This design comes from an exercise in tuning for small area, a short achievable clock period and few clock cycles per item on the open sky130 flow, not from production work. Where RTL was checked, it was by simulation tests only, not by an equivalence proof against the original. For runs 2 and 6 to 8, only the layout was checked, not whether the RTL still works. Power figures rest on the tool's default switching activity, not on a simulated workload.

==> design.v <==
`timescale 1ns/100ps
module cache_controller(
    input [31:0] current_instruction,
    input clock,
    input reset,
    input [127:0] inst_readdata,
    input inst_BUSY,
    output reg inst_read,
    output [31:0] output_instr,
    output reg [5:0] inst_address,
    output reg BUSY
);
    reg cache_VALID [7:0];
    reg [2:0] cache_TAG [7:0];
    reg [127:0] cache_DATA [7:0];
    wire [9:0] address;
    wire VALID;
    wire [2:0] TAG;
    reg [127:0] DATA;
    wire compare;
    wire HIT;
    integer i;
    assign address = current_instruction[9:0];
    always @ (*) begin
        DATA = cache_DATA[address[6:4]];
    end
    assign VALID = cache_VALID[address[6:4]];
    assign TAG = cache_TAG[address[6:4]];
    assign compare = (TAG == address[9:7]) ? 1 : 0;
    assign HIT = compare && VALID;
    always @(posedge clock) begin  
        if ( (current_instruction == 32'd0) || (HIT) ) begin
            BUSY <= 1'b0;
        end 
        else begin
            BUSY <= 1'b1;
        end
    end
    assign output_instr = ((address[3:2] == 2'b01) && HIT) ? DATA[63:32] :
                          ((address[3:2] == 2'b10) && HIT) ? DATA[95:64] :
                          ((address[3:2] == 2'b11) && HIT) ? DATA[127:96] : DATA[31:0];
    parameter IDLE = 2'b00, MEM_READ = 2'b01, CACHE_UPDATE = 2'b10;
    reg [1:0] state, next_state;
    always @(*) begin
        case (state)
            IDLE:
                if ((current_instruction != 32'd0) && !HIT)
                    next_state = MEM_READ;
                else
                    next_state = IDLE;
            MEM_READ:
                if (inst_BUSY)
                    next_state = MEM_READ;
                else
                    next_state = CACHE_UPDATE;
            CACHE_UPDATE:
                next_state = IDLE;
            default:
                next_state = IDLE;
        endcase
    end
    always @(*) begin
        case(state)
            MEM_READ: begin
                inst_read = 1;
                inst_address = {address[9:4]};
            end
            default: begin
                inst_read = 0;
                inst_address = 6'd0;
            end
        endcase
    end
    always @(posedge clock or posedge reset) begin
        if (reset) begin
            for(i = 0; i < 8; i = i + 1) begin
                cache_VALID[i] <= 1'd0;
            end
        end
        else if (state == MEM_READ && !inst_BUSY) begin
            cache_VALID[address[6:4]] <= 1'b1;
        end
    end
    always @(posedge clock) begin
        if (state == MEM_READ && !inst_BUSY) begin
            cache_DATA[address[6:4]] <= inst_readdata;
            cache_TAG[address[6:4]] <= address[9:7];
        end
    end
always @(posedge clock or posedge reset) begin
    if (reset)
        state <= IDLE;
    else
        state <= next_state;
end
endmodule
==> run.sh <==
#!/bin/bash
# synth_recipe.tcl (not shown) runs the flow's synth.tcl, then flattens the netlist and writes it again
# the make line also repeats each setting of config.mk as NAME=value (left out here)
make -C /OpenROAD-flow-scripts/flow DESIGN_CONFIG=/design/flow/config.mk WORK_HOME=/design/flow/orfs CLKGATE_MAP_FILE= SYNTH_SCRIPT=/design/flow/synth_recipe.tcl finish
==> config.mk <==
export PLATFORM = sky130hd
export DESIGN_NAME = cache_controller
export DESIGN_NICKNAME = cache_controller
export VERILOG_FILES = /design/flow/design.v
export SDC_FILE = /design/flow/constraint.sdc
export NUM_CORES = 4
export LEC_CHECK = 0
export CAP_MARGIN = 20
export CORE_MARGIN = 2
export CORE_UTILIZATION = 40
export PLACE_DENSITY = 0.6
export SLEW_MARGIN = 20
==> constraint.sdc <==
create_clock -name core_clock -period 6.5 [get_ports {clock}]
set_input_delay 1.3000 -clock core_clock [delete_from_list [all_inputs] [get_ports {clock}]]
set_output_delay 1.3000 -clock core_clock [all_outputs]
set_load 0.01 [all_outputs]
==> run summary, run 1 <==
- CP startpoint kind: primary input
- Crit path max fanout: 30
- Mapped Area: 0.04062 mm2
- Final WL: 117,500 um
- Tcrit/Tclk final: 0.9452
- Wire length on met1: 48,190 um
- First-pass GRT wire length: 167,600 um
- Area grow syn2layout: 18.47%
- Clk buf depth: 3
- Pin count of the biggest net entering global routing: 133
- Yosys warning count: 2
- Worst Path Arrival: 4.84 ns
- Final #Nets: 2,620
- 1st-iter DRT viols: 2,590
- Final ANT Viol Nets: 0
- FF-to-FF Start: state[0]
- CP Capture Type: primary output
- Max Fclk: 0.1628 GHz
- Antenna violations before repair: 23
- Full die area: 0.1041 mm2
- Hold WC Path Type: reg -> reg
- Clock transition at path regs: 0.06 ns
- CP required: 5.20 ns
- GRT overflow: 0
- Number of synthesized register bits: 1,059
- Syn nets: 2,368
- Ports: 203
- Fin. max-slew vios: 0
- CTS Buf Count: 102
- Tmin final: 6.144 ns
- Unique masters post-synth: 60
- Placer Congestion: 0.7822
- Fraction of registers with async set/reset: 0.009443
- Lkg Pwr: 15.42 nW
- Post-synthesis sequential area ratio: 0.7814
- Crit. Startpoint: current_instruction[5]
- Highest Signal Layer: met5
- Hold path depth: 1
- Synth Instances: 2,205
- DP Area: 0.04473 mm2
- Port Buf Inserts: 202
- Reg2Reg Depth: 5
- Fin. Hold Viols: 0
- Chip height: 322.7 um
- Crit Path Class: in -> out
- Syn Area/Cell: 18.42 um2
- Fin Clk Skew: 0.02942 ns
- CTS root buf: clkbuf_16
- Worst slew margin: 0.3238
- VDD IR max: 195.6 uV
- PwrDens: 313.5 mW/mm2
- Final setup violating endpoints: 0
- Utilization after layout: 0.4792
- DR vias: 22,900
- Placed wire-length estimate: 66,780 um
- CTS H-Tree Depth: 3
- CORE AREA: 0.1004 mm2
- RSZ-0062 raised after global routing: no
- Top_reg_cell synth: edfxtp_1
- Final Instance Area: 0.04812 mm2
- Router iterations before antenna repair: 5
- Routed len/inst: 30.15 um
- Die X: 322.7 um
- Vias in the first global route: 22,640
- Cts repair resizes: 0
- CTS sink count: 1,059
- Total track usage: 0.2254
- Row cnt: 116
- DRC viols: 0
- Clock latency (worst-skew pair): 0.68 ns
- Worst min-delay path startpoint: state[1]
- Met2 wire len: 56,450 um
- Share of layout cells above drive strength 1: 0.1671
- Via density: 5.876
- Status: no timing/DRC/antenna violations
- Most frequent cells in the layout: edfxtp_1, clkdlybuf4s50_1, a221oi_1
- Max-cap violations: 0
- Hold slack: 0.4388 ns
- Worst-Margin Slew: 1.014 ns
- Post CTS Setup Buffer Count: 0
- EDFF count, synth: 1,048
- Commonest non-fill, non-tap cell in the layout: edfxtp_1
- Hold-fix buffers, CTS: 0
- CTS tree: done
- Wire length on met3: 10,360 um
- Starting density of the core: 0.4044
## synthesized netlist by cell type, drive strengths merged (6+ instances only)
master / number / area share
a211oi: 11 / 0.0020
a21oi: 102 / 0.013
a221o: 39 / 0.0096
a221oi: 122 / 0.026
a22o: 32 / 0.0069
a22oi: 63 / 0.012
a31oi: 14 / 0.0022
and2: 12 / 0.0018
buf: 71 / 0.0090
clkbuf: 76 / 0.0070
dfrtp: 10 / 0.0062
edfxtp: 1048 / 0.77
inv: 6 / 0.00055
mux2: 76 / 0.021
mux2i: 118 / 0.029
mux4: 65 / 0.036
nand2: 77 / 0.0071
nand3: 6 / 0.00074
nor2: 94 / 0.0089
nor2b: 7 / 0.0011
nor3: 19 / 0.0023
nor4: 6 / 0.00092
o211ai: 7 / 0.0013
o21ai: 45 / 0.0055
o22ai: 17 / 0.0026
or2: 10 / 0.0015
## report_power, final
| part | internal (W) | total [W] | switching (W) |
|---|---|---|---|
| Sequential | 0.00776 | 0.00782 | 0.0000546 |
| Clock | 0.00354 | 0.00603 | 0.00248 |
| Combinational | 0.000461 | 0.00124 | 0.000781 |
| Total | 0.0118 | 0.0151 | 0.00332 |
## routing by layer
metal | GRT usage | vias up
met4 | 0.05426 | 38
met1 | 0.3128 | 12060
met3 | 0.05199 | 188
met5 | 0 | -
li1 | - | 9606
met2 | 0.3615 | 1009
## kinds of logic (layout without fill, tap and decap cells)
logic type | count (synthesis) | count (layout) | share of synthesized area
mux | 259 | 259 | 0.08618
simple gates | 252 | 252 | 0.02818
buf+inv | 153 | 485 | 0.01654
compound gates | 479 | 479 | 0.08708
flops | 1059 | 1059 | 0.7814
xor+xnor | 3 | 3 | 0.0006469
other cells | 0 | 3 | 0
## critical path, cell delays in order
cell,delay (ns)
buf_8,0.23
mux4_2,0.54
mux2i_1,0.18
xnor2_1,0.14
a2111oi_4,0.49
nand2_1,0.45
mux2_2,0.41
a21oi_1,0.45
clkdlybuf4s50_1,0.64
## registers in the layout (all words and copies together) (netlist names)
register     cells
cache_VALID      8
BUSY             1
cache_DATA    1024
state            2
cache_TAG       24
## worst paths after layout
check	to	slack, ns
min	state[0]	0.44
min reg2reg	state[0]	0.44
max reg2reg	cache_DATA[6][43]	2.49
min in group asynchronous	state[0]	0.96
max in group asynchronous	cache_VALID[0]	5.21
max	output_instr[12]	0.36
## cell type report
class | instances | area [um2]
multi-input cells | 993 | 8338
flip-flops and latches | 1059 | 31740
inverters | 6 | 22.52
fillers | 8353 | 52310
repair buffers | 295 | 2927
well taps | 1357 | 1698
clock buffers | 121 | 2698
clock inverters | 63 | 694.4
diodes | 3 | 7.507
## per-stage QoR
stage | std cells | setup TNS (ns) | power, W | worst slack (ns)
floorplan | 2205 | -1342.16 | 0.008565 | -1.810
global placement | 3710 | 0 | 0.009183 | 0.3920
detailed placement | 3710 | 0 | 0.009209 | 0.3336
CTS | 3894 | 0 | 0.01518 | 0.3550
global route | 3895 | 0 | 0.01552 | 0.3018
finish | 3897 | 0 | 0.01509 | 0.3561
Testbench counts, summed over its fixed seeds: cycles 18,253, requests 6,400.
==> inputs of run 2 (changes only) <==
==> design.v (replaced) <==
`timescale 1ns/100ps
module cache_controller(
    input [31:0] current_instruction,
    input clock,
    input reset,
    input [127:0] inst_readdata,
    input inst_BUSY,
    output reg inst_read,
    output [31:0] output_instr,
    output reg [5:0] inst_address,
    output reg BUSY
);
    reg         cache_VALID [7:0];
    reg [2:0]   cache_TAG   [7:0];
    reg [127:0] cache_DATA  [7:0];
    reg         done;
    reg [31:0]  out_q;
    wire [9:0] address = current_instruction[9:0];
    wire       fetch   = |current_instruction;
    wire       HIT     = cache_VALID[address[6:4]] && (cache_TAG[address[6:4]] == address[9:7]);
    wire       ready   = !inst_read && !done;
    reg [31:0] out_d;
    integer l, w;
    always @(*) begin
        out_d = 32'd0;
        for (l = 0; l < 8; l = l + 1)
            for (w = 0; w < 4; w = w + 1)
                out_d = out_d | ({32{!inst_read && address[6:4] == l && address[3:2] == w}}
                                 & cache_DATA[l][32*w +: 32]);
        for (w = 0; w < 4; w = w + 1)
            out_d = out_d | ({32{inst_read && address[3:2] == w}} & inst_readdata[32*w +: 32]);
    end
    wire read_d = inst_read ? inst_BUSY : (ready && fetch && !HIT);
    wire done_d = inst_read ? !inst_BUSY : (ready && fetch && HIT);
    always @(posedge clock or posedge reset) begin
        if (reset) begin
            inst_read <= 1'b0;
            done      <= 1'b0;
        end else begin
            inst_read <= read_d;
            done      <= done_d;
        end
    end
    always @(posedge clock) begin
        BUSY         <= !done_d;
        inst_address <= address[9:4];
        out_q        <= out_d;
    end
    assign output_instr = out_q;
    integer i;
    always @(posedge clock or posedge reset) begin
        if (reset) begin
            for (i = 0; i < 8; i = i + 1)
                cache_VALID[i] <= 1'b0;
        end else if (inst_read) begin
            cache_VALID[inst_address[2:0]] <= 1'b1;
        end
    end
    always @(posedge clock) begin
        if (inst_read) begin
            cache_DATA[inst_address[2:0]] <= inst_readdata;
            cache_TAG[inst_address[2:0]]  <= inst_address[5:3];
        end
    end
endmodule
--- a/config.mk
+++ b/config.mk
@@ -11,2 +11,3 @@
 export PLACE_DENSITY = 0.6
+export SETUP_SLACK_MARGIN = 3.8
 export SLEW_MARGIN = 20
==> run summary, run 2 <==
- Status: no timing/DRC/antenna violations
- Row cnt: 115
- 1st-iter DRT viols: 3,357
- CTS sink count: 1,097
- Chip height: 319.3 um
- Flop2flop setup slack: 3.91 ns
- Final ANT Viol Nets: 0
- Crit path max fanout: 3
- Top_reg_cell synth: edfxtp_1
- Final setup violating endpoints: 0
- Final Instance Area: 0.04863 mm2
- Share of layout cells above drive strength 1: 0.1741
- CP required: 5.20 ns
- CP Capture Type: primary output
- Number of synthesized register bits: 1,097
- Synth Instances: 2,137
- DR vias: 24,170
- Ports: 203
- GRT overflow: 0
- RSZ-0062 raised after global routing: yes
- Synth top area share: 0.7914
- Fin. Hold Viols: 0
- Max reg flops: 1,024
- Final #Nets: 2,654
- Syn nets: 2,300
- Biggest area consumer among synthesized cells: edfxtp_1
- Placer Congestion: 0.7968
- Commonest non-fill, non-tap cell in the layout: edfxtp_1
- Die X: 319.3 um
- Antenna violations before repair: 16
- CTS tree: done
- PwrDens: 331.8 mW/mm2
- Clk buf depth: 3
- Unique masters post-synth: 41
- Vias in the first global route: 23,920
- Clock latency (worst-skew pair): 0.67 ns
- EDFF count, synth: 1,048
- Tmin final: 2.736 ns
- Mapped Area: 0.03976 mm2
- DRC viols: 0
- Reg2Reg Depth: 6
- Starting density of the core: 0.4040
- Worst Path Buf+Inv: 2
- CORE AREA: 0.09842 mm2
- Via density: 6.233
- Final WL: 129,700 um
- Most frequent cells in the layout: edfxtp_1, a22oi_1, clkdlybuf4s50_1
- Max Fclk: 0.3655 GHz
- Placed wire-length estimate: 68,280 um
- FF-to-FF Start: inst_read
- Largest delay share family, worst path: flip-flops
- Tcrit/Tclk final: 0.4209
- Post-synthesis sequential area ratio: 0.8174
- CTS H-Tree Depth: 3
- CTS Buf Count: 106
- Clock transition at path regs: 0.06 ns
- Port Buf Inserts: 202
- Pin count of the biggest net entering global routing: 133
- Top post-synthesis cells by area: edfxtp_1, a22oi_1, mux4_2
- Area grow syn2layout: 22.29%
- CTS root buf: clkbuf_16
- DP Area: 0.04381 mm2
- Worst reg2reg path endpoint: cache_DATA[5][19]
- Worst slew margin: 0.2893
- Fraction of registers with async set/reset: 0.009116
- Total track usage: 0.2506
- Hold WC Path Type: reg -> reg
- Most frequent cell after synthesis: edfxtp_1
- Router iterations before antenna repair: 7
- First-pass GRT wire length: 182,100 um
- Lkg Pwr: 15.74 nW
- Max-cap violations: 0
- Fin Clk Skew: 0.01765 ns
- Full die area: 0.1019 mm2
- Critical path cell sequence: buf_16, buf_6
- Worst min-delay path startpoint: cache_VALID[7]
- Routed len/inst: 33.46 um
- Setup TNS: 0 ns
- Yosys warning count: 2
- VDD IR max: 213.8 uV
- CP startpoint kind: register
- Hold slack: 0.4655 ns
- Top post-synthesis cells by count: edfxtp_1, a22oi_1, nand2_1, nand4_1, buf_2
- WHS Endpoint: cache_VALID[7]
- Worst Path Arrival: 1.44 ns
- Fin. max-slew vios: 0
- Hold path depth: 1
- Largest stage delay, worst path: 0.51 ns
- Crit Path Class: reg -> out
- Syn Area/Cell: 18.61 um2
- Worst-Margin Slew: 1.066 ns
- Worst path slowest cell: dfrtp_4
-- run 2: changes by cell type after synthesis, moves of 42 or more --
cell,before,now
a221oi_1,122,0
nand4_1,5,93
a22oi_1,63,480
mux2i_1,118,4
a21oi_1,102,0
o21ai_0,45,3
mux2_2,76,2
-- run 2: layer usage --
layer | part of all wire | track usage | up-vias
met2 | 0.48 | 0.4049 | 1659
met1 | 0.38 | 0.3374 | 12480
met4 | 0.036 | 0.09182 | 16
met5 | 0.00081 | 0 | -
li1 | - | - | 9710
met3 | 0.11 | 0.05017 | 304
-- run 2: cell type report --
type | count | area, um2
repair buffers | 362 | 3894
clock inverters | 43 | 429.2
diodes | 6 | 15.01
flip-flops and latches | 1097 | 32530
fillers | 7976 | 49790
inverters | 3 | 11.26
multi-input cells | 921 | 7107
well taps | 1287 | 1610
clock buffers | 158 | 3029
-- run 2: timing repair --
item	4_1_cts	5_1_grt
resized for setup	142	19
hold buffers	0	0
gates cloned	5	0
pin swaps	32	13
setup endpoints to repair	1121	38
buffers inserted	83	0
-- run 2: worst max path at each step --
stage | start | endpoint | depth (start not counted)
2_1_floorplan | inst_read | cache_DATA[0][0] | 3
3_3_place_gp | current_instruction[6] | out_q[1] | 8
3_5_place_dp | current_instruction[6] | out_q[18] | 8
4_1_cts | inst_read | inst_read | 2
5_1_grt | inst_read | inst_read | 2
6_report | inst_read | inst_read | 2
-- run 2: cells by family after synthesis --
kind of cell,after synthesis,synth area share
mux,42,0.02196
compound gates,524,0.1008
simple gates,352,0.04566
buf+inv,120,0.01375
flops,1097,0.8174
xor+xnor,2,0.0004406
-- run 2: worst register-to-register path, delay by kind of cell (launching register included) --
kind                   cells  cell delay, ns
DFF                        1            0.45
and+or+nand+nor            2            0.24
buffers and inverters      4            1.48
-- run 2: stage by stage --
step / instances / setup slack (ns) / total power [W] / utilization
6_report: 3877 / 3.764 / 0.01614 / 0.4941
3_5_place_dp: 3582 / 1.607 / 0.01006 / 0.4451
4_1_cts: 3871 / 3.742 / 0.01618 / 0.4931
3_3_place_gp: 3578 / 1.524 / 0.01004 / 0.4442
5_1_grt: 3874 / 3.752 / 0.01654 / 0.4940
2_1_floorplan: 2137 / 2.167 / 0.009168 / -
-- run 2: power by group --
group          total (W)  internal (W)  switching, W
Sequential       0.00849       0.00831      0.000175
Clock            0.00610       0.00351       0.00259
Combinational    0.00155      0.000542       0.00101
Total             0.0161        0.0124       0.00378
==> inputs of run 3 (changes only) <==
==> design.v (replaced) <==
`timescale 1ns/100ps
module cache_controller(
    input [31:0] current_instruction,
    input clock,
    input reset,
    input [127:0] inst_readdata,
    input inst_BUSY,
    output reg inst_read,
    output [31:0] output_instr,
    output reg [5:0] inst_address,
    output reg BUSY
);
    reg         cache_VALID [7:0];
    reg [2:0]   cache_TAG   [7:0];
    reg [127:0] cache_DATA  [7:0];
    reg         idle_rd;         
    reg         done;            
    reg [7:0]   line_we;         
    reg [3:0]   word_rd;         
    reg [31:0]  out_q;
    wire [9:0] address = current_instruction[9:0];
    wire       fetch   = |current_instruction;
    wire       HIT     = cache_VALID[address[6:4]] && (cache_TAG[address[6:4]] == address[9:7]);
    wire       ready   = idle_rd && !done;
    wire read_d = idle_rd ? (ready && fetch && !HIT) : inst_BUSY;
    wire done_d = idle_rd ? (ready && fetch && HIT) : !inst_BUSY;
    reg [31:0] out_d;
    integer l, w;
    always @(*) begin
        out_d = 32'd0;
        for (l = 0; l < 8; l = l + 1)
            for (w = 0; w < 4; w = w + 1)
                out_d = out_d | ({32{idle_rd && address[6:4] == l && address[3:2] == w}}
                                 & cache_DATA[l][32*w +: 32]);
        for (w = 0; w < 4; w = w + 1)
            out_d = out_d | ({32{word_rd[w]}} & inst_readdata[32*w +: 32]);
    end
    integer i;
    always @(posedge clock or posedge reset) begin
        if (reset) begin
            idle_rd   <= 1'b1;
            done      <= 1'b0;
            inst_read <= 1'b0;
            line_we   <= 8'd0;
        end else begin
            idle_rd   <= !read_d;
            done      <= done_d;
            inst_read <= read_d;
            for (i = 0; i < 8; i = i + 1)
                line_we[i] <= read_d && address[6:4] == i;
        end
    end
    always @(posedge clock) begin
        for (i = 0; i < 4; i = i + 1)
            word_rd[i] <= read_d && address[3:2] == i;
        BUSY         <= !done_d;
        inst_address <= address[9:4];
        out_q        <= out_d;
    end
    assign output_instr = out_q;
    always @(posedge clock or posedge reset) begin
        if (reset) begin
            for (i = 0; i < 8; i = i + 1)
                cache_VALID[i] <= 1'b0;
        end else begin
            for (i = 0; i < 8; i = i + 1)
                if (line_we[i]) cache_VALID[i] <= 1'b1;
        end
    end
    always @(posedge clock) begin
        for (i = 0; i < 8; i = i + 1)
            if (line_we[i]) begin
                cache_DATA[i] <= inst_readdata;
                cache_TAG[i]  <= address[9:7];
            end
    end
endmodule
==> flow/run.sh (new file) <==
#!/bin/bash
# The standard layout, with plain buffers on the ports instead of the
# delay cells buffer_ports picks by default. make's output goes to
# make_finish.log; each ORFS step logs under orfs/logs/.
set -euo pipefail
bash standard.sh \
    BUFFER_PORTS_ARGS="-buffer_cell sky130_fd_sc_hd__buf_2" \
    finish > make_finish.log 2>&1
==> standard.sh (new file) <==
#!/bin/bash
# synth_recipe.tcl (not shown) runs the flow's synth.tcl, then flattens the netlist and writes it again
# the make line also repeats each setting of config.mk as NAME=value (left out here)
make -C /OpenROAD-flow-scripts/flow DESIGN_CONFIG=/design/flow/config.mk WORK_HOME=/design/flow/orfs CLKGATE_MAP_FILE= SYNTH_SCRIPT=/design/flow/synth_recipe.tcl "${@:-finish}"
--- a/config.mk
+++ b/config.mk
@@ -11,3 +11,3 @@
 export PLACE_DENSITY = 0.6
-export SETUP_SLACK_MARGIN = 3.8
+export SETUP_SLACK_MARGIN = 4.0
 export SLEW_MARGIN = 20
removed: run.sh
==> run summary, run 3 <==
- Status: no timing/DRC/antenna violations
- Chip height: 319.4 um
- Starting density of the core: 0.4037
- Total track usage: 0.2616
- Area of the multi-input gates: 0.007146 mm2
- Max Fclk: 0.3824 GHz
- FF-to-FF Start: idle_rd
- Die X: 319.4 um
- Final Power: 0.01657 W
- Full die area: 0.1020 mm2
- Tcrit/Tclk final: 0.4024
- First-pass GRT wire length: 190,100 um
- CP startpoint kind: primary input
- Hold WC Path Type: reg -> reg
- Crit Path Class: in -> reg
- CTS H-Tree Depth: 3
- CTS Buf Count: 110
- Mapped Area: 0.03979 mm2
- Via density: 6.435
- Synth Area in Compound Gates: 0.1129
- Antenna violations before repair: 23
- CTS sink count: 1,110
- Final #Nets: 2,669
- DP Area: 0.04271 mm2
- Vias in the first global route: 24,840
- Routed len/inst: 35.06 um
- Pin count of the biggest net entering global routing: 88
- Worst min-delay path startpoint: cache_VALID[6]
- Syn Area/Cell: 18.57 um2
- Share of layout cells above drive strength 1: 0.2629
- Crit. Startpoint: current_instruction[6]
- Hold-fix buffers, CTS: 0
- CP Capture Type: register
- CTS tree: done
- Adder-cell share of the synthesized area: 0
- Final WL: 136,500 um
- VDD IR max: 211.6 uV
- Final ANT Viol Nets: 0
- RSZ-0062 raised after global routing: yes
- Tmin final: 2.615 ns
- Clock transition at path regs: 0.06 ns
- Number of synthesized register bits: 1,110
- Unique masters post-synth: 51
- Port Buf Inserts: 202
- Yosys warning count: 4
- Fin. max-slew vios: 0
- Max-cap violations: 0
- Filler cells: 7,946
- Most frequent cell after synthesis: edfxtp_1
- Placer Congestion: 0.8358
- Setup TNS: 0 ns
- PwrDens: 344.1 mW/mm2
- Top post-synthesis cells by area: edfxtp_1, a22oi_1, dfxtp_1
- 1st-iter DRT viols: 3,867
- CORE AREA: 0.09856 mm2
- Lkg Pwr: 15.53 nW
- Simple-gate share of the synthesized area: 0.04471
- Row cnt: 115
- Syn nets: 2,306
- Most frequent cells in the layout: edfxtp_1, a22oi_1, buf_2
- Worst Path Arrival: 3.23 ns
- Top_reg_cell synth: edfxtp_1
- CP required: 7.11 ns
- DR vias: 25,050
- Final setup violating endpoints: 0
- Area grow syn2layout: 21.04%
- Clk buf depth: 3
- Synth Instances: 2,143
- Placed wire-length estimate: 70,590 um
- Worst slew margin: 0.2254
- Fin Clk Skew: 0.03707 ns
- Router iterations before antenna repair: 6
- Synth Area in XOR/XNOR: 0.0006288
- Biggest area consumer among synthesized cells: edfxtp_1
- Final Instance Area: 0.04817 mm2
- GRT overflow: 0
- DRC viols: 0
- Pre-CTS setup slack: 2.192 ns
- Ports: 203
- Setup WS post-layout: 3.885 ns
- Clock latency (worst-skew pair): 0.69 ns
- Register area: 0.03289 mm2
- Synth top area share: 0.7908
- CTS root buf: clkbuf_16
- Largest family of logic cells by synthesized area: compound AO/OA/AOI/OAI gates
- Post-synthesis mux area share: 0.002264
- Crit path max fanout: 12
- Worst-Margin Slew: 1.162 ns
- Fraction of registers with async set/reset: 0.01712
- EDFF count, synth: 1,048
- Fin. Hold Viols: 0
- Post-synthesis sequential area ratio: 0.8244
- Commonest non-fill, non-tap cell in the layout: edfxtp_1
- Top post-synthesis cells by count: edfxtp_1, a22oi_1, nand4_1, nand2_1, clkbuf_1
- Max reg flops: 1,024
[run 3: cell types whose count changed after synthesis, moves of 25 or more]
cell      change
a22oi_1      -76
a22o_1       +50
a221oi_1     +49
nand2_1      -39
mux4_2       -36
nand3_1      +28
nor4_1       +28
buf_2        -27
nor3_1       -25
[run 3: final timing paths]
path	endpoint	slack [ns]	cells after the start
worst max register to register	out_q[5]	4.00	8
worst min register to register	cache_VALID[6]	0.47	1
worst min-delay path	cache_VALID[6]	0.47	1
max in group asynchronous	line_we[2]	5.21	2
worst max-delay path	out_q[5]	3.88	9
min in group asynchronous	done	0.74	2
[run 3: kinds of logic (layout without fill, tap and decap cells)]
kind of cell	after synthesis	in the layout
buffers and inverters	128	580
XOR/XNOR	2	2
AND/OR/NAND/NOR	330	337
other	0	3
AO/OA/AOI/OAI	564	564
flip-flops	1110	1110
multiplexers	9	9
[run 3: power by group]
group / internal [W] / switching [W]
combinational: 0.000526 / 0.000981
clock: 0.00351 / 0.00272
sequential: 0.00848 / 0.000357
[run 3: final cells by class]
cell class	count	area share
multi-input combinational	912	0.1483
inverter	4	0.0003117
clock buffer	146	0.06182
clock inverter	62	0.01184
sequential	1110	0.6827
antenna	3	0.0001559
tap	1287	0.03343
timing repair buffer	368	0.06135
[run 3: critical path, cell delays in order]
cell	delay, ns
buf_16	0.13
nand2b_4	0.21
buf_4	0.18
buf_4	0.17
nor2_4	0.64
a22oi_1	0.18
nand4_1	0.20
nor4_2	0.07
nand2_1	0.10
[run 3: timing repair]
| action | in CTS | in global routing |
|---|---|---|
| pin swaps | 35 | 20 |
| gates cloned | 9 | 1 |
| setup endpoints to repair | 66 | 52 |
| buffers inserted | 77 | 21 |
| hold endpoints to repair | 0 | 0 |
| gates resized for setup | 125 | 76 |
[run 3: per-layer routing]
layer / part of all wire / GRT usage / up-vias / wire length, um
met1: 0.36 / 0.3469 / 12820 / 49760
li1: - / - / 9860 / -
met3: 0.12 / 0.06636 / 369 / 16960
met5: 0.0011 / 0 / - / 148
met2: 0.47 / 0.4166 / 1978 / 64270
met4: 0.039 / 0.09874 / 24 / 5323
[run 3: metrics by stage]
step / instances / hold slack [ns] / utilization
final: 3892 / 0.4676 / 0.4887
after global placement: 3570 / 0.4482 / 0.4327
after global routing: 3891 / 0.4814 / 0.4887
after detailed placement: 3573 / 0.4550 / 0.4334
after CTS: 3867 / 0.4665 / 0.4829
after floorplan: 2143 / 0.4308 / -
Testbench counts of run 3, summed over its fixed seeds: cycles 16,611, requests 6,400.
==> inputs of run 4 (changes only) <==
--- a/config.mk
+++ b/config.mk
@@ -9,5 +9,7 @@
 export CORE_MARGIN = 2
-export CORE_UTILIZATION = 40
-export PLACE_DENSITY = 0.6
-export SETUP_SLACK_MARGIN = 4.0
+export CORE_UTILIZATION = 55
+export CTS_CLUSTER_DIAMETER = 80
+export CTS_CLUSTER_SIZE = 25
+export PLACE_DENSITY = 0.7
+export SETUP_SLACK_MARGIN = 4.4
 export SLEW_MARGIN = 20
==> run summary, run 4 <==
- Final Instance Area: 0.04889 mm2
- PwrDens: 294.8 mW/mm2
- Filler cells: 4,384
- Starting density of the core: 0.5557
- Status: no timing/DRC/antenna violations
- Hold WC Path Type: reg -> reg
- Final #Nets: 2,723
- CP startpoint kind: primary input
- Full die area: 0.07452 mm2
- CORE AREA: 0.07161 mm2
- Fin. Hold Viols: 0
- Router iterations before antenna repair: 10
- Share of layout cells above drive strength 1: 0.3251
- Antenna violations before repair: 20
- Hold-fix buffers, CTS: 0
- Final setup violating endpoints: 0
- Row cnt: 98
- Via density: 7.392
- Post-synthesis sequential area ratio: 0.8244
- CTS tree: done
- Tcrit/Tclk final: 0.3969
- CP required: 7.02 ns
- Critical path cell sequence: buf_16, buf_12, nand2b_4, nor2_4, buf_12, buf_12, a22oi_2, nand4_1, a221o_1, nor4_2, nand2_1
- FF-to-FF Start: idle_rd
- Chip height: 273.0 um
- First-pass GRT wire length: 192,100 um
- Worst-Margin Slew: 1.102 ns
- Ports: 203
- RSZ-0062 raised after global routing: yes
- CP Capture Type: register
- Crit Path Class: in -> reg
- Lkg Pwr: 15.75 nW
- CTS root buf: clkbuf_16
- Syn nets: 2,306
- Largest stage delay, worst path: 0.31 ns
- CTS H-Tree Depth: 2
- Max-cap violations: 0
- VDD IR max: 243.8 uV
- Vias in the first global route: 25,280
- Top post-synthesis cells by count: edfxtp_1, a22oi_1, nand4_1, nand2_1, clkbuf_1
- Clk buf depth: 3
- EDFF count, synth: 1,048
- Routed len/inst: 39.40 um
- Tmin final: 2.580 ns
- Fin. max-slew vios: 0
- CTS Buf Count: 52
- Top_reg_cell synth: edfxtp_1
- Max Fclk: 0.3876 GHz
- DRC viols: 0
- Worst slew margin: 0.2651
- Unique masters post-synth: 51
- Total track usage: 0.3692
- 1st-iter DRT viols: 4,957
- Clock latency (worst-skew pair): 0.67 ns
- Syn Area/Cell: 18.57 um2
- DR vias: 26,350
- Number of synthesized register bits: 1,110
- Biggest area consumer among synthesized cells: edfxtp_1
- Commonest non-fill, non-tap cell in the layout: edfxtp_1
- Die X: 273.0 um
- Worst Path Buf+Inv: 4
- Yosys warning count: 4
- Final ANT Viol Nets: 0
- Largest delay share family, worst path: simple AND/OR/NAND/NOR gates
- Worst Path Arrival: 3.10 ns
- GRT overflow: 0
- Most common cell on crit path: buf_12
- Most frequent cells in the layout: edfxtp_1, a22oi_1, buf_2
- Area of the multi-input gates: 0.007891 mm2
- Synth Instances: 2,143
- Worst min-delay path startpoint: cache_VALID[3]
- Setup TNS: 0 ns
- Area grow syn2layout: 22.86%
- Crit path max fanout: 5
- DP Area: 0.04229 mm2
- Synth top area share: 0.7908
- Crit. Startpoint: current_instruction[6]
- Register area: 0.03290 mm2
- Port Buf Inserts: 202
- Max reg flops: 1,024
- Placer Congestion: 0.8335
- Final WL: 140,400 um
- Top post-synthesis cells by area: edfxtp_1, a22oi_1, dfxtp_1
- Fin Clk Skew: 0.03137 ns
- CTS sink count: 1,110
- Placed wire-length estimate: 63,600 um
- Clock transition at path regs: 0.11 ns
- Worst path slowest cell: a221o_1
- Fraction of registers with async set/reset: 0.01712
- Mapped Area: 0.03979 mm2
- Most frequent cell after synthesis: edfxtp_1
- Pin count of the biggest net entering global routing: 109
==> run 4: repair_timing <==
item | 4_1_cts | 5_1_grt
setup endpoints to repair | 354 | 88
setup buffers | 174 | 19
gates resized for setup | 339 | 138
pin swaps | 147 | 92
cloned | 34 | 4
==> run 4: kinds of logic after synthesis <==
group | Yosys count | share of synthesized area
flip-flops | 1110 | 0.8244
AO/OA/AOI/OAI | 564 | 0.1129
AND/OR/NAND/NOR | 330 | 0.04471
multiplexers | 9 | 0.002264
XOR/XNOR | 2 | 0.0006290
buffers and inverters | 128 | 0.01509
==> run 4: cell type report <==
class / instances / share of cell area
tap: 950 / 0.02431
timing repair buffer: 481 / 0.1080
inverter: 4 / 0.0003583
antenna: 13 / 0.0006654
sequential: 1110 / 0.6729
multi-input combinational: 911 / 0.1614
clock inverter: 12 / 0.002431
clock buffer: 84 / 0.02992
==> run 4: metrics by stage <==
stage               setup WS, ns  power (W)  cells  hold WS [ns]  utilization
finish                     3.920    0.01441   3565        0.4753       0.6827
global route               3.941    0.01472   3555        0.4971       0.6824
CTS                        4.019    0.01416   3529        0.4756       0.6695
detailed placement         1.984    0.01016   3225        0.4521       0.5906
global placement           2.092    0.01012   3222        0.4410       0.5897
floorplan                  3.556   0.009414   2143        0.4308            -
==> run 4: path summary, 6_finish.rpt <==
check | slack, ns | cells past startpoint | to
min | 0.48 | 1 | cache_VALID[3]
min reg2reg | 0.48 | 1 | cache_VALID[3]
min in group asynchronous | 0.74 | 2 | done
max reg2reg | 4.00 | 9 | out_q[7]
max in group asynchronous | 5.22 | 2 | line_we[7]
max | 3.92 | 11 | out_q[7]
==> run 4: power by group <==
group	switching, W	internal, W
registers	0.000331	0.00847
clock network	0.00223	0.00159
logic	0.00109	0.000703
total	0.00365	0.0108
==> run 4: routing by layer <==
layer | up-vias | GRT usage | share of wire
met5 | - | 0 | 0.0011
met4 | 20 | 0.1833 | 0.067
met3 | 641 | 0.1111 | 0.16
met2 | 2661 | 0.5575 | 0.45
met1 | 13110 | 0.4931 | 0.32
li1 | 9925 | - | -
==> run 4: worst reg2reg max path, delay by kind of cell, from the launching register on <==
| family | cells | cell delay, ns |
|---|---|---|
| flops | 1 | 0.76 |
| compound gates | 2 | 0.27 |
| buf+inv | 2 | 0.35 |
| simple gates | 5 | 1.07 |
==> inputs of run 5 (changes only) <==
--- a/config.mk
+++ b/config.mk
@@ -13,3 +13,3 @@
 export PLACE_DENSITY = 0.7
-export SETUP_SLACK_MARGIN = 4.4
+export SETUP_SLACK_MARGIN = 4.0
 export SLEW_MARGIN = 20
==> run summary, run 5 <==
- Fin Clk Skew: 0.02413 ns
- Status: no timing/DRC/antenna violations
- Fin. max-slew vios: 0
- Most frequent cell after synthesis: edfxtp_1
- Worst slew margin: 0.2539
- Largest stage delay, worst path: 0.63 ns
- Unique masters post-synth: 51
- Fin. Hold Viols: 0
- Max Fclk: 0.3928 GHz
- Vias in the first global route: 23,890
- Critical path endpoint: out_q[10]
- Share of layout cells above drive strength 1: 0.2484
- Hold slack: 0.4701 ns
- Antenna violations before repair: 19
- Tmin final: 2.546 ns
- Clock transition at path regs: 0.10 ns
- CP Capture Type: register
- Most frequent cells in the layout: edfxtp_1, a22oi_1, buf_2
- Hold WC Path Type: reg -> reg
- Worst-Margin Slew: 1.119 ns
- DRC viols: 0
- Yosys warning count: 4
- Final setup violating endpoints: 0
- Biggest area consumer among synthesized cells: edfxtp_1
- CP startpoint kind: primary input
- Worst path slowest cell: or4b_4
- Crit path max fanout: 15
- Routed len/inst: 36.97 um
- Mapped Area: 0.03979 mm2
- Critical path cell sequence: buf_16, or4b_4, nor2_4, clkbuf_16, a22oi_1, nand4_1, nor4_2, nand2_1
- Setup TNS: 0 ns
- Sequential power share: 0.631
- Commonest non-fill, non-tap cell in the layout: edfxtp_1
- Row cnt: 98
- Highest Signal Layer: met5
- CP required: 7.08 ns
- CTS Buf Count: 50
- Placed insts: 3,231
- Clk buf depth: 3
- FF-to-FF Start: idle_rd
- Worst Path Arrival: 3.13 ns
- Worst reg2reg path endpoint: out_q[10]
- Total track usage: 0.3366
- Tcrit/Tclk final: 0.3917
- Placer Congestion: 0.8236
- Placed wire-length estimate: 64,360 um
- Clock network power share: 0.260
- Max reg flops: 1,024
- CTS sink count: 1,110
- Area grow syn2layout: 16.53%
- Post-synthesis sequential area ratio: 0.8244
- Max-cap violations: 0
- Synth top area share: 0.7908
- Die X: 273.0 um
- Lkg Pwr: 14.85 nW
- GRT overflow: 0
- Chip height: 273.0 um
- DR vias: 24,860
- Synth Instances: 2,143
- Crit. Startpoint: current_instruction[4]
- Internal: 0.01045 W
- Pin count of the biggest net entering global routing: 67
- Clock latency (worst-skew pair): 0.65 ns
- Final WL: 128,800 um
- Via density: 7.139
- Ports: 203
- Top post-synthesis cells by count: edfxtp_1, a22oi_1, nand4_1, nand2_1, clkbuf_1
- Top_reg_cell synth: edfxtp_1
- Starting density of the core: 0.5557
- Wire length on met1: 42,680 um
- Number of synthesized register bits: 1,110
- Full die area: 0.07452 mm2
- Register area: 0.03286 mm2
- EDFF count, synth: 1,048
- Flop2flop setup slack: 4.01 ns
- RSZ-0062 raised after global routing: yes
- Wire length on met3: 18,070 um
- 1st-iter DRT viols: 4,197
- CORE AREA: 0.07161 mm2
- Filler cells: 4,753
- Crit Path Class: in -> reg
- Worst path depth: 8
- CTS root buf: clkbuf_16
- Worst Path Buf+Inv: 2
- NetSw: 0.003405 W
- First-pass GRT wire length: 177,400 um
- Reg2Reg Depth: 7
- Fraction of registers with async set/reset: 0.01712
- Finished Layout Cells: 3,483
- Port Buf Inserts: 202
- VDD IR max: 203.2 uV
- CTS tree: done
- Router iterations before antenna repair: 8
- Largest delay share family, worst path: simple AND/OR/NAND/NOR gates
- Final ANT Viol Nets: 0
- Final #Nets: 2,651
- CTS H-Tree Depth: 2
- Met2 wire len: 60,240 um
- Switching Share: 0.2458
- Logic pwr share: 0.109
- Utilization after layout: 0.6476
- Syn Area/Cell: 18.57 um2
- Syn nets: 2,306
- Top post-synthesis cells by area: edfxtp_1, a22oi_1, dfxtp_1
- PwrDens: 298.8 mW/mm2
- Area of the multi-input gates: 0.007218 mm2
[run 5: kinds of logic (layout without fill, tap and decap cells)]
group / count (synthesis) / in the layout / synth area share
flip-flops: 1110 / 1110 / 0.8244
AO/OA/AOI/OAI: 564 / 564 / 0.1129
AND/OR/NAND/NOR: 330 / 336 / 0.04471
buffers and inverters: 128 / 499 / 0.01509
multiplexers: 9 / 9 / 0.002264
XOR/XNOR: 2 / 2 / 0.0006290
other: 0 / 13 / 0
[run 5: final cells by class]
class / instances / area share
sequential: 1110 / 0.7086
multi-input combinational: 911 / 0.1557
timing repair buffer: 411 / 0.07841
clock buffer: 81 / 0.03017
tap: 950 / 0.02563
antenna: 13 / 0.0007015
clock inverter: 3 / 0.0004857
inverter: 4 / 0.0003238
[run 5: metrics by stage]
step / cell area, um2 / worst slack, ns / power, W
final: 46370 / 3.954 / 0.01385
after detailed placement: 42260 / 2.164 / 0.01015
after floorplan: 40130 / 3.562 / 0.009418
after global routing: 46360 / 3.940 / 0.01417
after CTS: 45250 / 3.997 / 0.01370
after global placement: 42190 / 2.237 / 0.01011
[run 5: worst min-delay path: cells and delay by family (launching register included)]
| family | cells | cell delay (ns) |
|---|---|---|
| flops | 1 | 0.33 |
| compound gates | 1 | 0.06 |
| simple gates | 1 | 0.06 |
[run 5: how the worst min path moves through the flow]
stage | start | endpoint | slack, ns | cells past startpoint
finish | cache_DATA[0][86] | out_q[22] | 0.47 | 2
global route | cache_DATA[3][83] | out_q[19] | 0.49 | 2
CTS | cache_DATA[0][86] | out_q[22] | 0.47 | 2
detailed placement | cache_DATA[0][86] | out_q[22] | 0.45 | 2
global placement | cache_DATA[0][86] | out_q[22] | 0.45 | 2
floorplan | cache_DATA[3][74] | out_q[10] | 0.43 | 2
[run 5: layer usage]
| layer | GRT usage | vias up |
|---|---|---|
| met1 | 0.4554 | 12380 |
| li1 | - | 9750 |
| met3 | 0.06397 | 424 |
| met2 | 0.5244 | 2295 |
| met5 | 0 | - |
| met4 | 0.1808 | 14 |
[run 5: repair_timing]
item | CTS | global route
cloned | 8 | 7
buffers inserted | 101 | 38
hold buffers | 0 | 0
pin swaps | 47 | 47
endpoints found under the setup margin | 58 | 88
gates resized for setup | 100 | 111
[run 5: power groups by stage]
stage | clock (W) | combinational [W] | sequential, W
after floorplan | 0 | 0.000482 | 0.00894
after global placement | 0 | 0.00125 | 0.00886
after detailed placement | 0 | 0.00127 | 0.00888
after CTS | 0.00358 | 0.00139 | 0.00873
after global routing | 0.00381 | 0.00157 | 0.00878
final | 0.00360 | 0.00151 | 0.00874
==> inputs of run 6 (changes only) <==
--- a/design.v
+++ b/design.v
@@ -26,2 +26,14 @@
     wire done_d = idle_rd ? (ready && fetch && HIT) : !inst_BUSY;
+    wire [7:0] line_sel;
+    wire [3:0] word_sel;
+    genvar g;
+    generate
+        for (g = 0; g < 8; g = g + 1) begin : g_line
+            assign line_sel[g] = address[6:4] == g;
+        end
+        for (g = 0; g < 4; g = g + 1) begin : g_word
+            assign word_sel[g] = idle_rd && address[3:2] == g;
+        end
+    endgenerate
+    reg [31:0] pos_word [3:0];
     reg [31:0] out_d;
@@ -29,9 +41,11 @@
     always @(*) begin
+        for (w = 0; w < 4; w = w + 1) begin
+            pos_word[w] = 32'd0;
+            for (l = 0; l < 8; l = l + 1)
+                pos_word[w] = pos_word[w] | ({32{line_sel[l]}} & cache_DATA[l][32*w +: 32]);
+        end
         out_d = 32'd0;
-        for (l = 0; l < 8; l = l + 1)
-            for (w = 0; w < 4; w = w + 1)
-                out_d = out_d | ({32{idle_rd && address[6:4] == l && address[3:2] == w}}
-                                 & cache_DATA[l][32*w +: 32]);
         for (w = 0; w < 4; w = w + 1)
-            out_d = out_d | ({32{word_rd[w]}} & inst_readdata[32*w +: 32]);
+            out_d = out_d | ({32{word_sel[w]}} & pos_word[w])
+                          | ({32{word_rd[w]}} & inst_readdata[32*w +: 32]);
     end
==> run summary, run 6 <==
- Crit Path Class: in -> reg
- Most frequent cell after synthesis: edfxtp_1
- VDD IR max: 204.2 uV
- Worst path slowest cell: nor4_4
- Tcrit/Tclk final: 0.4241
- RSZ-0062 raised after global routing: yes
- Max Fclk: 0.3628 GHz
- Worst-Margin Slew: 1.093 ns
- Most frequent cells in the layout: edfxtp_1, a22oi_1, buf_2
- DRC viols: 0
- Syn nets: 2,294
- Number of synthesized register bits: 1,110
- Synth Instances: 2,131
- Row cnt: 99
- PwrDens: 302.7 mW/mm2
- CTS H-Tree Depth: 2
- Total track usage: 0.3012
- Internal: 0.01042 W
- Final WL: 118,600 um
- CP required: 6.99 ns
- Fraction of registers with async set/reset: 0.01712
- Final #Nets: 2,533
- CTS root buf: clkbuf_16
- Yosys warning count: 5
- Share of layout cells above drive strength 1: 0.2086
- Via density: 7.067
- 1st-iter DRT viols: 3,805
- Placed insts: 3,184
- Sequential power share: 0.632
- Tmin final: 2.757 ns
- CP Capture Type: register
- Vias in the first global route: 22,830
- Top post-synthesis cells by count: edfxtp_1, a22oi_1, a31oi_1, a22o_1, a221oi_1
- Chip height: 274.0 um
- Antenna violations before repair: 25
- Commonest non-fill, non-tap cell in the layout: edfxtp_1
- Pin count of the biggest net entering global routing: 119
- Placer Congestion: 0.8188
- Hold WC Path Type: reg -> reg
- Mapped Area: 0.04010 mm2
- Worst slew margin: 0.2713
- Worst Path Buf+Inv: 2
- Crit path max fanout: 7
- Port Buf Inserts: 202
- Hold slack: 0.4703 ns
- CORE AREA: 0.07259 mm2
- Top_reg_cell synth: edfxtp_1
- Worst Path Arrival: 3.24 ns
- Clock network power share: 0.259
- Setup TNS: 0 ns
- Max reg flops: 1,024
- Logic pwr share: 0.109
- Status: no timing/DRC/antenna violations
- NetSw: 0.003423 W
- Biggest area consumer among synthesized cells: edfxtp_1
- Critical path cell sequence: clkbuf_16, and3_4, buf_4, a22o_1, a221oi_2, a31oi_2, nor4_4, nand3_1
- Ports: 203
- CTS tree: done
- Post-synthesis sequential area ratio: 0.8181
- CTS Buf Count: 50
- Fin Clk Skew: 0.03258 ns
- Die X: 274.0 um
- Synth top area share: 0.7847
- Clock latency (worst-skew pair): 0.65 ns
- Starting density of the core: 0.5525
- Finished Layout Cells: 3,380
- Top post-synthesis cells by area: edfxtp_1, a22oi_1, dfxtp_1
- Largest stage delay, worst path: 0.46 ns
- Largest delay share family, worst path: simple AND/OR/NAND/NOR gates
- Router iterations before antenna repair: 5
- Area grow syn2layout: 14.03%
- Switching Share: 0.2472
- CTS sink count: 1,110
- Final ANT Viol Nets: 0
- Syn Area/Cell: 18.82 um2
- CP startpoint kind: primary input
- Unique masters post-synth: 52
- Lkg Pwr: 14.18 nW
- First-pass GRT wire length: 161,300 um
- DR vias: 23,890
- EDFF count, synth: 1,048
- Fin. max-slew vios: 0
- Clk buf depth: 3
- Full die area: 0.07509 mm2
- Fin. Hold Viols: 0
- Max-cap violations: 0
- Placed wire-length estimate: 49,560 um
- Final setup violating endpoints: 0
- GRT overflow: 0
- Routed len/inst: 35.10 um
- Clock transition at path regs: 0.09 ns
run 6: cell count changes after synthesis, sizes merged, moves of 6 or more:
cell and delta:
nand4 -105, a31oi +91, nand2 -68, a41oi +40, a221oi +39, a22o +39, buf +36, a222oi -32
nor2 -30, clkbuf -16, a21boi +8, a221o -8, nand3 +7, a22oi -6
run 6: path summary, 6_finish.rpt:
kind	cells after the start	slack (ns)	start	endpoint
max	8	3.74	current_instruction[4]	out_q[13]
min	1	0.47	cache_VALID[2]	cache_VALID[2]
max reg2reg	1	4.14	line_we[7]	cache_DATA[7][126]
min reg2reg	1	0.47	cache_VALID[2]	cache_VALID[2]
max in group asynchronous	2	5.16	reset	line_we[6]
min in group asynchronous	2	0.78	reset	done
run 6: layer usage:
metal | global-route usage | vias to the layer above | routed length (um)
li1 | - | 9621 | -
met1 | 0.4038 | 12200 | 42720
met4 | 0.1015 | 26 | 4187
met2 | 0.4839 | 1770 | 56260
met3 | 0.07899 | 272 | 15280
met5 | 0 | - | 172
run 6: logic make-up (layout without fill, tap and decap cells):
logic type	Yosys count	in the layout	share of synthesized area
flops	1110	1110	0.8181
compound gates	742	742	0.1447
buf+inv	147	418	0.01738
simple gates	127	132	0.01834
mux	5	5	0.001560
other cells	0	14	0
run 6: power groups by stage:
| stage | Sequential, W | Clock (W) | Combinational (W) |
|---|---|---|---|
| 6_report | 0.00875 | 0.00358 | 0.00151 |
| 5_1_grt | 0.00879 | 0.00383 | 0.00157 |
| 4_1_cts | 0.00874 | 0.00358 | 0.00138 |
| 3_5_place_dp | 0.00889 | 0 | 0.00126 |
| 3_3_place_gp | 0.00887 | 0 | 0.00124 |
| 2_1_floorplan | 0.00891 | 0 | 0.000508 |
run 6: area by class of cell:
type / instances / area (um2)
tap: 959 / 1200
sequential: 1110 / 32860
inverter: 3 / 23.77
antenna: 14 / 35.03
clock buffer: 85 / 1404
timing repair buffer: 326 / 3084
fill: 4951 / 26850
clock inverter: 4 / 30.03
multi-input combinational: 879 / 7098
run 6: through the flow:
stage          utilization  instance area (um2)  setup slack [ns]  power, W
6_report            0.6300                45730             3.743   0.01384
2_1_floorplan            -                40260             3.576  0.009422
4_1_cts             0.6167                44770             3.952   0.01370
5_1_grt             0.6298                45710             3.732   0.01418
3_3_place_gp        0.5817                42230             2.430   0.01012
3_5_place_dp        0.5817                42230             2.443   0.01015
run 6: timing repair:
action | in CTS | in global routing
pin swaps | 34 | 51
resized for setup | 72 | 65
setup buffers | 26 | 31
endpoints found under the setup margin | 57 | 47
cloned | 23 | 13
hold buffers | 0 | 0
==> inputs of run 7 (changes only) <==
--- a/design.v
+++ b/design.v
@@ -26,14 +26,7 @@
     wire done_d = idle_rd ? (ready && fetch && HIT) : !inst_BUSY;
-    wire [7:0] line_sel;
-    wire [3:0] word_sel;
-    genvar g;
-    generate
-        for (g = 0; g < 8; g = g + 1) begin : g_line
-            assign line_sel[g] = address[6:4] == g;
-        end
-        for (g = 0; g < 4; g = g + 1) begin : g_word
-            assign word_sel[g] = idle_rd && address[3:2] == g;
-        end
-    endgenerate
-    reg [31:0] pos_word [3:0];
+    wire [31:0] sel;
+    cache_word_select u_select (
+        .index(address[6:4]), .word(address[3:2]), .enable(idle_rd),
+        .sel(sel)
+    );
     reg [31:0] out_d;
@@ -41,11 +34,8 @@
     always @(*) begin
-        for (w = 0; w < 4; w = w + 1) begin
-            pos_word[w] = 32'd0;
-            for (l = 0; l < 8; l = l + 1)
-                pos_word[w] = pos_word[w] | ({32{line_sel[l]}} & cache_DATA[l][32*w +: 32]);
-        end
         out_d = 32'd0;
+        for (l = 0; l < 8; l = l + 1)
+            for (w = 0; w < 4; w = w + 1)
+                out_d = out_d | ({32{sel[4*l+w]}} & cache_DATA[l][32*w +: 32]);
         for (w = 0; w < 4; w = w + 1)
-            out_d = out_d | ({32{word_sel[w]}} & pos_word[w])
-                          | ({32{word_rd[w]}} & inst_readdata[32*w +: 32]);
+            out_d = out_d | ({32{word_rd[w]}} & inst_readdata[32*w +: 32]);
     end
@@ -91 +81,16 @@
 endmodule
+module cache_word_select (
+    input  [2:0]  index,
+    input  [1:0]  word,
+    input         enable,
+    output [31:0] sel
+);
+    genvar l, w;
+    generate
+        for (l = 0; l < 8; l = l + 1) begin : g_l
+            for (w = 0; w < 4; w = w + 1) begin : g_w
+                assign sel[4*l+w] = enable && index == l && word == w;
+            end
+        end
+    endgenerate
+endmodule
--- a/config.mk
+++ b/config.mk
@@ -15 +15,3 @@
 export SLEW_MARGIN = 20
+export SYNTH_HIERARCHICAL = 1
+export SYNTH_MINIMUM_KEEP_SIZE = 0
==> run summary, run 7 <==
- CTS H-Tree Depth: 2
- Crit Path Class: in -> reg
- Final setup violating endpoints: 0
- Final ANT Viol Nets: 0
- CP Capture Type: register
- Lkg Pwr: 14.62 nW
- Antenna violations before repair: 9
- Worst Path Buf+Inv: 2
- Fin Clk Skew: 0.02704 ns
- VDD IR max: 230.5 uV
- GRT overflow: 0
- Most common cell on crit path: nand4_1
- Hold WC Path Type: reg -> reg
- Port Buf Inserts: 202
- Die X: 272.8 um
- DRC viols: 0
- Met3 global-route usage: 0.08189
- Worst slew margin: 0.2362
- Starting density of the core: 0.5560
- Top post-synthesis cells by area: edfxtp_1, a22oi_1, dfxtp_1
- Commonest non-fill, non-tap cell in the layout: edfxtp_1
- Setup TNS: 0 ns
- Tmin final: 2.510 ns
- Final WL: 128,600 um
- Syn nets: 2,272
- Clk buf depth: 3
- CTS sink count: 1,110
- Ports: 203
- Critical path cell sequence: buf_16, or4b_4, nor2_4, buf_8, a22oi_1, nand4_1, nor3_2, nand4_1
- Status: no timing/DRC/antenna violations
- Max Fclk: 0.3984 GHz
- Fin. Hold Viols: 0
- Mapped Area: 0.03975 mm2
- Reg2Reg Depth: 1
- Placed wire-length estimate: 66,020 um
- Full die area: 0.07443 mm2
- Tcrit/Tclk final: 0.3861
- Worst Path Arrival: 3.10 ns
- Synth top area share: 0.7918
- Chip height: 272.8 um
- PwrDens: 302.5 mW/mm2
- Post-synthesis sequential area ratio: 0.8254
- Largest delay share family, worst path: simple AND/OR/NAND/NOR gates
- Hold-fix buffers, CTS: 0
- Synth Instances: 2,109
- Biggest area consumer among synthesized cells: edfxtp_1
- Clock latency (worst-skew pair): 0.68 ns
- 1st-iter DRT viols: 4,130
- Routed len/inst: 37.37 um
- Most used routing layer: met2
- Most frequent cell after synthesis: edfxtp_1
- DR vias: 25,050
- Pin count of the biggest net entering global routing: 92
- Final #Nets: 2,605
- Top post-synthesis cells by count: edfxtp_1, a22oi_1, nand4_1, clkbuf_1, a221oi_1
- CTS root buf: clkbuf_16
- Hold path depth: 1
- Share of layout cells above drive strength 1: 0.2650
- Routing usage on met2: 0.5262
- Largest stage delay, worst path: 0.64 ns
- CTS Buf Count: 52
- Number of synthesized register bits: 1,110
- CP startpoint kind: primary input
- CP required: 7.09 ns
- Clock transition at path regs: 0.09 ns
- Via density: 7.279
- Yosys warning count: 10
- Grt met1 use: 0.4627
- Max-cap violations: 0
- Fraction of registers with async set/reset: 0.01712
- Worst path slowest cell: or4b_4
- Worst path depth: 8
- Router iterations before antenna repair: 6
- Vias in the first global route: 24,350
- CTS tree: done
- RSZ-0062 raised after global routing: yes
- Placer Congestion: 0.8406
- Top_reg_cell synth: edfxtp_1
- Syn Area/Cell: 18.85 um2
- CORE AREA: 0.07149 mm2
- First-pass GRT wire length: 179,500 um
- Crit path max fanout: 17
- Unique masters post-synth: 50
- Max reg flops: 1,024
- Utilization after layout: 0.6487
- EDFF count, synth: 1,048
- Area grow syn2layout: 16.67%
- Row cnt: 98
- Most frequent cells in the layout: edfxtp_1, a22oi_1, buf_2
- Worst-Margin Slew: 1.146 ns
- Fin. max-slew vios: 0
- Total track usage: 0.3412
-- run 7: cell types whose count changed after synthesis, moves of 30 or more --
cell | previous run | this run
a41oi_1 | 40 | 1
a31oi_1 | 91 | 0
nor4_1 | 38 | 7
nor3_1 | 3 | 33
clkbuf_1 | 53 | 101
nand4_1 | 1 | 130
buf_2 | 50 | 1
nand3_1 | 35 | 1
-- run 7: cell type report --
| type | instances | area, um2 |
|---|---|---|
| Sequential cell | 1110 | 32870 |
| Fill cell | 4705 | 25110 |
| Multi-Input combinational cell | 884 | 7466 |
| Timing Repair Buffer | 390 | 3226 |
| Clock buffer | 87 | 1433 |
| Tap cell | 950 | 1189 |
| Clock inverter | 8 | 150.1 |
| Antenna cell | 9 | 22.52 |
| Inverter | 4 | 15.01 |
-- run 7: kinds of logic after synthesis --
| logic type | synth area share |
|---|---|
| and+or+nand+nor | 0.03696 |
| muxes | 0.001857 |
| AOI/OAI and AO/OA | 0.1235 |
| DFF | 0.8254 |
| buffers and inverters | 0.01231 |
-- run 7: metal layers --
metal | wire, um | up-vias
met5 | 13 | -
met4 | 6972 | 2
met3 | 18170 | 414
met2 | 59960 | 2298
met1 | 43500 | 12620
li1 | - | 9716
-- run 7: timing repair --
action | CTS | global route
pin swaps | 40 | 29
gates cloned | 9 | 3
buffers inserted | 90 | 32
endpoints found under the setup margin | 61 | 52
gates resized for setup | 105 | 69
-- run 7: worst paths after layout --
path                                     end                   start  slack [ns]
max                                 out_q[3]  current_instruction[6]        3.99
min                           cache_VALID[1]          cache_VALID[1]        0.48
max reg2reg                cache_DATA[4][52]              line_we[4]        3.99
min reg2reg                   cache_VALID[1]          cache_VALID[1]        0.48
max in group asynchronous         line_we[4]                   reset        5.09
min in group asynchronous         line_we[0]                   reset        0.80
-- run 7: power by group --
| part | total [W] | internal, W | switching, W |
|---|---|---|---|
| Combinational | 0.00145 | 0.000485 | 0.000965 |
| Sequential | 0.00878 | 0.00845 | 0.000331 |
| Clock | 0.00380 | 0.00160 | 0.00220 |
| Total | 0.0140 | 0.0105 | 0.00350 |
-- run 7: modules after synthesis (local to each module, per instance) --
module	flops+latches	cells	times used	area [um2]
cache_controller	1110	2062	1	39510
cache_word_select	0	47	1	234.0
-- run 7: stage by stage --
step                      hold WS, ns  cell area (um2)  cells  setup WS [ns]  total power, W
final                          0.4764            46370   3442          3.990         0.01403
after global routing           0.5076            46370   3440          3.964         0.01435
after CTS                      0.4784            45600   3397          3.951         0.01391
after detailed placement       0.4544            42650   3203          2.110         0.01015
after global placement         0.4518            42570   3200          2.074         0.01010
after floorplan                0.4389            40880   2109          3.615        0.009409
==> inputs of run 8 (changes only) <==
--- a/design.v
+++ b/design.v
@@ -87,2 +87,7 @@
 );
+    wire [3:0] pa, pq;
+    wire [1:0] pb;
+    sel_dec2 u_pa (.a(index[1:0]), .y(pa));
+    sel_dec2 u_pq (.a(word), .y(pq));
+    sel_dec1 u_pb (.a(index[2]), .en(enable), .y(pb));
     genvar l, w;
@@ -91,3 +96,3 @@
             for (w = 0; w < 4; w = w + 1) begin : g_w
-                assign sel[4*l+w] = enable && index == l && word == w;
+                sel_and3 u_and (.a(pa[l % 4]), .b(pb[l / 4]), .c(pq[w]), .y(sel[4*l+w]));
             end
@@ -96 +101,10 @@
 endmodule
+module sel_dec2 (input [1:0] a, output [3:0] y);
+    assign y = {a[1] & a[0], a[1] & !a[0], !a[1] & a[0], !a[1] & !a[0]};
+endmodule
+module sel_dec1 (input a, input en, output [1:0] y);
+    assign y = {en & a, en & !a};
+endmodule
+module sel_and3 (input a, input b, input c, output y);
+    assign y = a & b & c;
+endmodule
==> run summary, run 8 <==
- Status: no timing/DRC/antenna violations
- Antenna violations before repair: 15
- Adder-cell share of the synthesized area: 0
- Simple-gate share of the synthesized area: 0.03809
- RSZ-0062 raised after global routing: yes
- Top post-synthesis cells by area: edfxtp_1, a22oi_1, dfxtp_1
- Syn nets: 2,267
- Max Fclk: 0.3799 GHz
- Share of layout cells above drive strength 1: 0.2855
- Chip height: 272.9 um
- CTS tree: done
- Worst slew margin: 0.2467
- Worst Path Arrival: 3.21 ns
- Ports: 203
- Clock transition at path regs: 0.10 ns
- Hold-fix buffers, CTS: 0
- FF-to-FF Start: idle_rd
- 1st-iter DRT viols: 5,002
- Area grow syn2layout: 17.94%
- Row cnt: 98
- Die X: 272.9 um
- Placed wire-length estimate: 56,100 um
- Routed len/inst: 40.22 um
- Fin. Hold Viols: 0
- Tcrit/Tclk final: 0.4049
- Synth top area share: 0.7911
- VDD IR max: 213.9 uV
- Full die area: 0.07450 mm2
- Commonest non-fill, non-tap cell in the layout: edfxtp_1
- PwrDens: 299.5 mW/mm2
- Fin Clk Skew: 0.02166 ns
- Synth Area in Compound Gates: 0.1234
- Clk buf depth: 3
- Worst-Margin Slew: 1.130 ns
- DR vias: 26,100
- Post-synthesis sequential area ratio: 0.8247
- Unique masters post-synth: 48
- CP startpoint kind: primary input
- Top post-synthesis cells by count: edfxtp_1, a22oi_1, nand4_1, a221oi_1, clkbuf_1
- Top_reg_cell synth: edfxtp_1
- First-pass GRT wire length: 188,400 um
- Filler cells: 4,728
- Most frequent cells in the layout: edfxtp_1, a22oi_1, buf_2
- Final WL: 140,000 um
- Number of synthesized register bits: 1,110
- Via density: 7.499
- CORE AREA: 0.07161 mm2
- Placed insts: 3,166
- Tmin final: 2.632 ns
- Hold slack: 0.4811 ns
- Most frequent cell after synthesis: edfxtp_1
- Starting density of the core: 0.5555
- DRC viols: 0
- Hold WC Path Type: reg -> reg
- Syn Area/Cell: 18.91 um2
- CTS sink count: 1,110
- Yosys warning count: 10
- Synth Area in XOR/XNOR: 0
- Max reg flops: 1,024
- Lkg Pwr: 15.01 nW
- Crit Path Class: in -> reg
- Largest family of logic cells by synthesized area: compound AO/OA/AOI/OAI gates
- Final Power: 0.01405 W
- Clock latency (worst-skew pair): 0.65 ns
- Total track usage: 0.3647
- Pre-CTS setup slack: 2.593 ns
- CP Capture Type: register
- Synth Instances: 2,104
- Crit. Startpoint: current_instruction[4]
- Post-synthesis mux area share: 0.001856
- Max-cap violations: 0
- CTS Buf Count: 51
- Finished Layout Cells: 3,480
- Pin count of the biggest net entering global routing: 108
- Fin. max-slew vios: 0
- Worst min-delay path startpoint: cache_VALID[1]
- Setup TNS: 0 ns
- CTS H-Tree Depth: 2
- GRT overflow: 0
- Fraction of registers with async set/reset: 0.01712
- CTS root buf: clkbuf_16
- EDFF count, synth: 1,048
- Router iterations before antenna repair: 8
- Placer Congestion: 0.8079
- Final setup violating endpoints: 0
- Setup WS post-layout: 3.868 ns
- Vias in the first global route: 24,430
- Mapped Area: 0.03978 mm2
- CP required: 7.08 ns
- Final #Nets: 2,650
- Final ANT Viol Nets: 0
- Biggest area consumer among synthesized cells: edfxtp_1
- Port Buf Inserts: 202
- Crit path max fanout: 23
run 8: cell types whose count changed in the layout (fill, tap and decap cells not counted), moves of 9 or more:
cell	delta
buf_4	+15
nor2_4	-37
buf_6	-24
a221oi_1	-9
and3_4	+60
dfxtp_1	+10
buf_12	+26
a221oi_2	+9
run 8: cell families after synthesis:
| kind of cell | count (synthesis) |
|---|---|
| flip-flops | 1110 |
| AO/OA/AOI/OAI | 618 |
| AND/OR/NAND/NOR | 250 |
| buffers and inverters | 119 |
| multiplexers | 7 |
run 8: cell type report:
type | instances | area, um2 | share of cell area
clock inverters | 5 | 70.07 | 0.001493
diodes | 5 | 12.51 | 0.0002667
flip-flops and latches | 1110 | 32850 | 0.7002
well taps | 950 | 1189 | 0.02533
multi-input cells | 914 | 7839 | 0.1671
inverters | 4 | 15.01 | 0.0003200
repair buffers | 406 | 3491 | 0.07440
clock buffers | 86 | 1450 | 0.03091
run 8: per-stage QoR:
step | utilization | area [um2]
after floorplan | - | 40900
after global placement | 0.5916 | 42360
after detailed placement | 0.5916 | 42360
after CTS | 0.6408 | 45890
after global routing | 0.6551 | 46910
final | 0.6552 | 46920
run 8: final timing paths:
| check | slack, ns | end | depth (start not counted) |
|---|---|---|---|
| setup / recovery | 3.87 | out_q[7] | 7 |
| min in group asynchronous | 0.76 | cache_VALID[1] | 2 |
| max in group asynchronous | 5.21 | line_we[7] | 2 |
| setup reg to reg | 4.12 | out_q[7] | 6 |
| hold / removal | 0.48 | cache_VALID[1] | 1 |
| hold reg to reg | 0.48 | cache_VALID[1] | 1 |
run 8: per-layer routing:
metal	track usage	part of all wire	up-vias
li1	-	-	9860
met1	0.4857	0.32	13040
met2	0.5438	0.44	2618
met3	0.1217	0.17	560
met4	0.1795	0.064	22
met5	0	0.0011	-
run 8: power breakdown:
| group | internal, W | total (W) | switching [W] |
|---|---|---|---|
| clock | 0.00159 | 0.00374 | 0.00215 |
| sequential | 0.00844 | 0.00872 | 0.000288 |
| combinational | 0.000513 | 0.00159 | 0.00107 |
| total | 0.0105 | 0.0141 | 0.00351 |
run 8: repair_timing:
| action | 4_1_cts | 5_1_grt |
|---|---|---|
| pin swaps | 12 | 37 |
| resized for setup | 82 | 64 |
| setup buffers | 116 | 56 |
| endpoints found under the setup margin | 53 | 48 |
| gates cloned | 37 | 9 |
run 8: critical path, stage by stage:
cell	delay [ns]
buf_12	0.14
nor2_4	0.44
and3_4	0.67
a22oi_1	0.21
nand4_1	0.23
nor3_2	0.09
nand4_1	0.11
run 8: modules after synthesis (local to each module, per instance), a selection:
module | cell area (um2) | flip-flops and latches
sel_and3 | 6.256 | 0
sel_dec1 | 16.27 | 0
cache_controller | 39510 | 1110
sel_dec2 | 26.28 | 0

[separate check: timing with driven ports]
The flow's constraints put no driver on any port. The routed layouts listed below were extracted and timed again, unchanged, in two steps. Step 1 sets driving cells, clkbuf_16 on the clock port and buf_2 on the other inputs (assumed; they add their load-dependent delay and slew). Step 2 also shifts input and output timing later by t, the mid clock arrival at the registers, as if the neighbouring blocks saw the same clock. Three values: no drivers, after step 1, after step 2; two values: the first two.
run	t, ns	slack for setup (ns)	clock arrival spread, ns	pins driven straight from the clock port
run 1	0.740	0.356 / 0.293 / 0.293	0.032 / 0.032	1
run 2	0.735	3.764 / 3.697 / 2.976	0.025 / 0.024	1
run 3	0.750	3.885 / 3.828 / 3.078	0.043 / 0.043	1
run 4	0.724	3.920 / 3.739 / 3.015	0.042 / 0.041	1
run 5	0.706	3.954 / 3.848 / 3.142	0.029 / 0.029	1
run 6	0.702	3.743 / 3.584 / 2.882	0.036 / 0.036	1
run 7	0.731	3.990 / 3.927 / 3.196	0.046 / 0.046	1
run 8	0.704	3.868 / 3.816 / 3.112	0.029 / 0.029	1
After both steps every run listed still meets setup and hold. The setup slack of run 4, which loses most, moves by -0.181 ns with the drivers and by -0.905 ns with both steps.
